Source: an optimization exercise on an open RTL-to-GDS flow (aim: small area). Production flows keep margins and buffers that such runs may drop. Where RTL was checked, it was by simulation tests only, not by an equivalence proof against the original.

==> flow/design.v (excerpt) <==
module top #(parameter N = 4) (
  input  wire           clk  ,
  input  wire           rst  ,
  input  wire           start,
  input  wire [8*N-1:0] a_in ,
  input  wire [8*N-1:0] w_in ,
  output wire [8*N-1:0] y_out,
  output wire           ready,
  output wire           done
);
Size: ~100 I/O pins, about 0.017 mm² of cells after synthesis.
export LEC_CHECK = 0
export CAP_MARGIN = 20
export CORE_MARGIN = 2
export CORE_UTILIZATION = 70
export CTS_CLUSTER_DIAMETER = 120
export CTS_CLUSTER_SIZE = 26
export SLEW_MARGIN = 20
export SYNTH_HIERARCHICAL = 1
create_clock -name core_clock -period 5.0 [get_ports {clk}]
standard.sh (not shown) runs the stock make flow with config.mk's settings and CLKGATE_MAP_FILE= SYNTH_SCRIPT=/design/flow/synth_recipe.tcl, a recipe that flattens the netlist after the stock synthesis.
==> flow/flow/run.sh <==
#!/bin/bash
# The standard layout, with the port buffers made from the smallest buffer.
set -euo pipefail
export BUFFER_PORTS_ARGS="-buffer_cell sky130_fd_sc_hd__buf_1"
bash standard.sh > standard.log 2>&1
The first run finished with timing, DRC and antenna clean.
Change:
--- a/flow/design.v
+++ b/flow/design.v
@@ -1,17 +1,17 @@
 module Column (
   input  wire [7:0] x0, x1, x2, x3,
   input  wire [7:0] w0, w1, w2, w3,
   input  wire [7:1] xs0, xs1, xs2, xs3,
   output wire [7:0] lowr,
-  output wire       sat
+  output wire       sat_a,
+  output wire       sat_b
 );
-  wire sat_a;
   wire p0_0_0 = ~(x0[0] & w0[0]);
   wire p0_1_0 = ~(x0[0] & w0[1]);
   wire p0_1_1 = ~(x0[1] & w0[0]);
   wire p0_2_0 = ~(x0[0] & w0[2]);
   wire p0_2_1 = ~(x0[1] & w0[1]);
   wire p0_2_2 = ~(x0[2] & w0[0]);
   wire p0_3_0 = ~(x0[0] & w0[3]);
   wire p0_3_1 = ~(x0[1] & w0[2]);
   wire p0_3_2 = ~(x0[2] & w0[1]);
@@ -336,20 +336,19 @@
     (w2[6] & xs2[2]) |
     (w2[7] & xs2[1]) |
     (w3[1] & xs3[7]) |
     (w3[2] & xs3[6]) |
     (w3[3] & xs3[5]) |
     (w3[4] & xs3[4]) |
     (w3[5] & xs3[3]) |
     (w3[6] & xs3[2]) |
     (w3[7] & xs3[1]);
-  wire sat_ab = sat_a | ~c143 | ~c145;
-  Or2 sor (.a(sat_ab), .b(c147), .y(sat));
+  assign sat_b = ~c143 | ~c145 | c147;
 endmodule
 module FullAdder (
   input  wire a, b, c,
   output wire s, co
 );
   assign s  = a ^ b ^ c;
   assign co = (a & b) | (a & c) | (b & c);
 endmodule
 module HalfAdder (
@@ -360,48 +359,38 @@
   assign co = a & b;
 endmodule
 module HalfAdderN (
   input  wire an, bn,
   output wire s, co
 );
   Xor2 x (.a(an), .b(bn), .y(s));
   Nor2 n (.a(an), .b(bn), .y(co));
 endmodule
-module Or2 (
-  input  wire a, b,
-  output wire y
-);
-  assign y = a | b;
-endmodule
-module Or2N (
-  input  wire a, bn,
-  output wire y
-);
-  assign y = a | ~bn;
-endmodule
 module Xor2 (
   input  wire a, b,
   output wire y
 );
   assign y = a ^ b;
 endmodule
 module Nor2 (
   input  wire a, b,
   output wire y
 );
   assign y = ~(a | b);
 endmodule
 module Activation (
-  input  wire       sat,
+  input  wire       sat_a,
+  input  wire       sat_b,
   input  wire [7:0] lowr,
   output wire [7:0] y
 );
   wire [7:0] low = lowr ^ 8'b01000100;
+  wire sat  = sat_a | sat_b;
   wire keep = (|low[7:4]) | (low[3] & (low[2] | low[1]));
   assign y = {8{sat}} | (low & {8{keep}});
 endmodule
 module Array (
   input  wire        clk  ,
   input  wire        rst  ,
   input  wire        start,
   input  wire [31:0] a_in ,
   input  wire [31:0] w_in ,
@@ -440,42 +429,42 @@
   generate
     for (genvar k = 1; k < 8; k = k + 1) begin : xsuf
       assign xs0[k] = |x0[7:k];
       assign xs1[k] = |x1[7:k];
       assign xs2[k] = |x2[7:k];
       assign xs3[k] = |x3[7:k];
     end
   endgenerate
   wire [7:0] lowr [0:3];
-  wire [3:0] sat;
+  wire [3:0] sat_a, sat_b;
   genvar j;
   generate
     for (j = 0; j < 4; j = j + 1) begin : col
       Column c (
         .x0(a0d4), .x1(a1d3), .x2(a2d2), .x3(a3d1),
         .w0(w[0][j]), .w1(w[1][j]), .w2(w[2][j]), .w3(w[3][j]),
         .xs0(xs0), .xs1(xs1), .xs2(xs2), .xs3(xs3),
-        .lowr(lowr[j]), .sat(sat[j])
+        .lowr(lowr[j]), .sat_a(sat_a[j]), .sat_b(sat_b[j])
       );
     end
   endgenerate
-  reg [8:0] s0, s1, s2, s3;
+  reg [9:0] s0, s1, s2, s3;
   always @(posedge clk) begin
-    s0 <= {sat[0], lowr[0]};
-    s1 <= {sat[1], lowr[1]};
-    s2 <= {sat[2], lowr[2]};
-    s3 <= {sat[3], lowr[3]};
+    s0 <= {sat_b[0], sat_a[0], lowr[0]};
+    s1 <= {sat_b[1], sat_a[1], lowr[1]};
+    s2 <= {sat_b[2], sat_a[2], lowr[2]};
+    s3 <= {sat_b[3], sat_a[3], lowr[3]};
   end
   wire [7:0] y0, y1, y2, y3;
-  Activation act0 (.sat(s0[8]), .lowr(s0[7:0]), .y(y0));
-  Activation act1 (.sat(s1[8]), .lowr(s1[7:0]), .y(y1));
-  Activation act2 (.sat(s2[8]), .lowr(s2[7:0]), .y(y2));
-  Activation act3 (.sat(s3[8]), .lowr(s3[7:0]), .y(y3));
+  Activation act0 (.sat_a(s0[8]), .sat_b(s0[9]), .lowr(s0[7:0]), .y(y0));
+  Activation act1 (.sat_a(s1[8]), .sat_b(s1[9]), .lowr(s1[7:0]), .y(y1));
+  Activation act2 (.sat_a(s2[8]), .sat_b(s2[9]), .lowr(s2[7:0]), .y(y2));
+  Activation act3 (.sat_a(s3[8]), .sat_b(s3[9]), .lowr(s3[7:0]), .y(y3));
   reg [7:0] r1b, r2b, r2c, r3b, r3c, r3d;
   always @(posedge clk) begin
     r1b <= y1;
     r2b <= y2; r2c <= r2b;
     r3b <= y3; r3c <= r3b; r3d <= r3c;
   end
   assign y_out = {r3d, r2c, r1b, y0};
 endmodule
 module top #(parameter N = 4) (
What happened: The changed run completed without violations. Final cell count hardly moves. Non-clock buffer count rises by 1. Setup slack gets better by 67 ps. Global-route usage falls by 0.66 points. Via count falls by about 1%. Core utilization is about the same. Hold slack gets better by 3.3 ps. Area after synthesis rises by about 0.9%. Sequential cell count rises by 4. Critical path depth rises by 1. Die area rises by 0.91%.

========
RTL: one of the versions met above, not the one the previous note started from.
For scale: ~300 flip-flops.
==> module HalfAdderN, before the edit <==
module HalfAdderN (
  input  wire an, bn,
  output wire s, co
);
  Xor2 x (.a(an), .b(bn), .y(s));
  Nor2 n (.a(an), .b(bn), .y(co));
endmodule
==> module Xor2, before the edit <==
module Xor2 (
  input  wire a, b,
  output wire y
);
  assign y = a ^ b;
endmodule
==> module Nor2, before the edit <==
module Nor2 (
  input  wire a, b,
  output wire y
);
  assign y = ~(a | b);
endmodule
==> module Array, before the edit <==
module Array (
  input  wire        clk  ,
  input  wire        rst  ,
  input  wire        start,
  input  wire [31:0] a_in ,
  input  wire [31:0] w_in ,
  output wire [31:0] y_out,
  output wire        ready,
  output wire        done
);
  reg [4:0] cnt;
  always @(posedge clk or posedge rst) begin
    if (rst) cnt <= 5'd0;
    else if (cnt == 5'd0) cnt <= start ? 5'd1 : 5'd0;
    else if (cnt == 5'd17) cnt <= 5'd0;
    else cnt <= cnt + 5'd1;
  end
  assign ready = cnt == 5'd0;
  assign done  = cnt == 5'd17;
  wire load = (cnt >= 5'd1) && (cnt <= 5'd4);
  reg [7:0] w [0:3][0:3];
  always @(posedge clk) begin
    if (load) begin
      for (int j = 0; j < 4; j++) begin
        w[0][j] <= w_in[8*j+:8];
        for (int i = 1; i < 4; i++) w[i][j] <= w[i-1][j];
      end
    end
  end
  reg [7:0] a0d1, a0d2, a0d3, a0d4, a1d1, a1d2, a1d3, a2d1, a2d2, a3d1;
  always @(posedge clk) begin
    a0d1 <= a_in[7:0];   a0d2 <= a0d1; a0d3 <= a0d2; a0d4 <= a0d3;
    a1d1 <= a_in[15:8];  a1d2 <= a1d1; a1d3 <= a1d2;
    a2d1 <= a_in[23:16]; a2d2 <= a2d1;
    a3d1 <= a_in[31:24];
  end
  wire [7:0] x0 = a0d4, x1 = a1d3, x2 = a2d2, x3 = a3d1;
  wire [7:1] xs0, xs1, xs2, xs3;
  generate
    for (genvar k = 1; k < 8; k = k + 1) begin : xsuf
      assign xs0[k] = |x0[7:k];
      assign xs1[k] = |x1[7:k];
      assign xs2[k] = |x2[7:k];
      assign xs3[k] = |x3[7:k];
    end
  endgenerate
  wire [7:0] lowr [0:3];
  wire [3:0] sat_a, sat_b;
  genvar j;
  generate
    for (j = 0; j < 4; j = j + 1) begin : col
      Column c (
        .x0(a0d4), .x1(a1d3), .x2(a2d2), .x3(a3d1),
        .w0(w[0][j]), .w1(w[1][j]), .w2(w[2][j]), .w3(w[3][j]),
        .xs0(xs0), .xs1(xs1), .xs2(xs2), .xs3(xs3),
        .lowr(lowr[j]), .sat_a(sat_a[j]), .sat_b(sat_b[j])
      );
    end
  endgenerate
  reg [9:0] s0, s1, s2, s3;
  always @(posedge clk) begin
    s0 <= {sat_b[0], sat_a[0], lowr[0]};
    s1 <= {sat_b[1], sat_a[1], lowr[1]};
    s2 <= {sat_b[2], sat_a[2], lowr[2]};
    s3 <= {sat_b[3], sat_a[3], lowr[3]};
  end
  wire [7:0] y0, y1, y2, y3;
  Activation act0 (.sat_a(s0[8]), .sat_b(s0[9]), .lowr(s0[7:0]), .y(y0));
  Activation act1 (.sat_a(s1[8]), .sat_b(s1[9]), .lowr(s1[7:0]), .y(y1));
  Activation act2 (.sat_a(s2[8]), .sat_b(s2[9]), .lowr(s2[7:0]), .y(y2));
  Activation act3 (.sat_a(s3[8]), .sat_b(s3[9]), .lowr(s3[7:0]), .y(y3));
  reg [7:0] r1b, r2b, r2c, r3b, r3c, r3d;
  always @(posedge clk) begin
    r1b <= y1;
    r2b <= y2; r2c <= r2b;
    r3b <= y3; r3c <= r3b; r3d <= r3c;
  end
  assign y_out = {r3d, r2c, r1b, y0};
endmodule
export LEC_CHECK = 0
export CAP_MARGIN = 20
export CORE_MARGIN = 2
export CORE_UTILIZATION = 65
export CTS_CLUSTER_DIAMETER = 100
export CTS_CLUSTER_SIZE = 22
export SLEW_MARGIN = 20
export SYNTH_HIERARCHICAL = 1
create_clock -name core_clock -period 5.0 [get_ports {clk}]
Scripts as last shown in full above: flow/flow/run.sh
The baseline completed without violations.
Next try:
--- a/flow/design.v
+++ b/flow/design.v
@@ -360,24 +360,12 @@
 endmodule
 module HalfAdderN (
   input  wire an, bn,
   output wire s, co
 );
-  Xor2 x (.a(an), .b(bn), .y(s));
-  Nor2 n (.a(an), .b(bn), .y(co));
-endmodule
-module Xor2 (
-  input  wire a, b,
-  output wire y
-);
-  assign y = a ^ b;
-endmodule
-module Nor2 (
-  input  wire a, b,
-  output wire y
-);
-  assign y = ~(a | b);
+  assign s  = an ^ bn;
+  assign co = ~(an | bn);
 endmodule
 module Activation (
   input  wire       sat_a,
   input  wire       sat_b,
   input  wire [7:0] lowr,
@@ -406,27 +394,35 @@
     else cnt <= cnt + 5'd1;
   end
   assign ready = cnt == 5'd0;
   assign done  = cnt == 5'd17;
   wire load = (cnt >= 5'd1) && (cnt <= 5'd4);
-  reg [7:0] w [0:3][0:3];
+  reg [7:0] r [0:3][0:3];
   always @(posedge clk) begin
-    if (load) begin
-      for (int j = 0; j < 4; j++) begin
-        w[0][j] <= w_in[8*j+:8];
-        for (int i = 1; i < 4; i++) w[i][j] <= w[i-1][j];
-      end
+    for (int j = 0; j < 4; j++) begin
+      r[0][j] <= load ? w_in[8*j+:8] : r[1][j];
+      r[1][j] <= r[0][j];
+      r[2][j] <= load ? r[1][j] : r[3][j];
+      r[3][j] <= r[2][j];
     end
   end
-  reg [7:0] a0d1, a0d2, a0d3, a0d4, a1d1, a1d2, a1d3, a2d1, a2d2, a3d1;
+  reg  phase;
+  wire phase_next = (cnt == 5'd1) ? 1'b1 : ~phase;
+  always @(posedge clk) phase <= phase_next;
+  reg [7:0] a0d1, a0d2, a0d3, a1d1, a1d2, a2d1;
+  always @(posedge clk) begin
+    a0d1 <= a_in[7:0];   a0d2 <= a0d1; a0d3 <= a0d2;
+    a1d1 <= a_in[15:8];  a1d2 <= a1d1;
+    a2d1 <= a_in[23:16];
+  end
+  reg [7:0] x0, x1, x2, x3;
   always @(posedge clk) begin
-    a0d1 <= a_in[7:0];   a0d2 <= a0d1; a0d3 <= a0d2; a0d4 <= a0d3;
-    a1d1 <= a_in[15:8];  a1d2 <= a1d1; a1d3 <= a1d2;
-    a2d1 <= a_in[23:16]; a2d2 <= a2d1;
-    a3d1 <= a_in[31:24];
+    x0 <= phase_next ? a1d2 : a0d3;
+    x1 <= phase_next ? a0d3 : a1d2;
+    x2 <= phase_next ? a_in[31:24] : a2d1;
+    x3 <= phase_next ? a2d1 : a_in[31:24];
   end
-  wire [7:0] x0 = a0d4, x1 = a1d3, x2 = a2d2, x3 = a3d1;
   wire [7:1] xs0, xs1, xs2, xs3;
   generate
     for (genvar k = 1; k < 8; k = k + 1) begin : xsuf
       assign xs0[k] = |x0[7:k];
       assign xs1[k] = |x1[7:k];
@@ -438,12 +434,12 @@
   wire [3:0] sat_a, sat_b;
   genvar j;
   generate
     for (j = 0; j < 4; j = j + 1) begin : col
       Column c (
-        .x0(a0d4), .x1(a1d3), .x2(a2d2), .x3(a3d1),
-        .w0(w[0][j]), .w1(w[1][j]), .w2(w[2][j]), .w3(w[3][j]),
+        .x0(x0), .x1(x1), .x2(x2), .x3(x3),
+        .w0(r[0][j]), .w1(r[1][j]), .w2(r[2][j]), .w3(r[3][j]),
         .xs0(xs0), .xs1(xs1), .xs2(xs2), .xs3(xs3),
         .lowr(lowr[j]), .sat_a(sat_a[j]), .sat_b(sat_b[j])
       );
     end
   endgenerate
Design area rises by 1.2%.
Synthesized area rises by 1.6%.
Die area rises by 1.6%.
Routed wire length rises by 7.9%.
Final cell count rises by 7.1%.
No functional check of the RTL was part of the second run of this note.

afterwards: timing with drivers on the ports:
How much do the figures lean on ideal ports? The routed layouts below were timed once more, with nothing changed but the port constraints. Step 1 (the two cells are an assumption about what drives the block):
set clk [get_ports {clk}]
set_driving_cell -lib_cell sky130_fd_sc_hd__clkbuf_16 $clk
set_driving_cell -lib_cell sky130_fd_sc_hd__buf_2 [delete_from_list [all_inputs] $clk]
Step 2, shift: input delay + t, output delay - t, t = (earliest + latest rising clock arrival at the registers) / 2. This alone moves slack from input paths to output paths. Three values: ideal, step 1, step 2; two values: the first two.
| run | shift t [ns] | setup WS [ns] | clock arrival spread, ns | slew at the worst register clock pin (ns) |
|---|---|---|---|---|
| the first run of note 1 | 0.540 | 0.203 / 0.203 / 0.203 | 0.025 / 0.025 | 0.10 / 0.10 |
| the second run of note 1 | 0.548 | 0.270 / 0.270 / 0.270 | 0.026 / 0.026 | 0.10 / 0.10 |
| the first run of note 2 | 0.553 | 0.288 / 0.288 / 0.288 | 0.021 / 0.021 | 0.09 / 0.09 |
| the second run of note 2 | 0.575 | 0.238 / 0.238 / 0.238 | 0.026 / 0.025 | 0.10 / 0.10 |
After both steps every run listed still meets setup and hold.
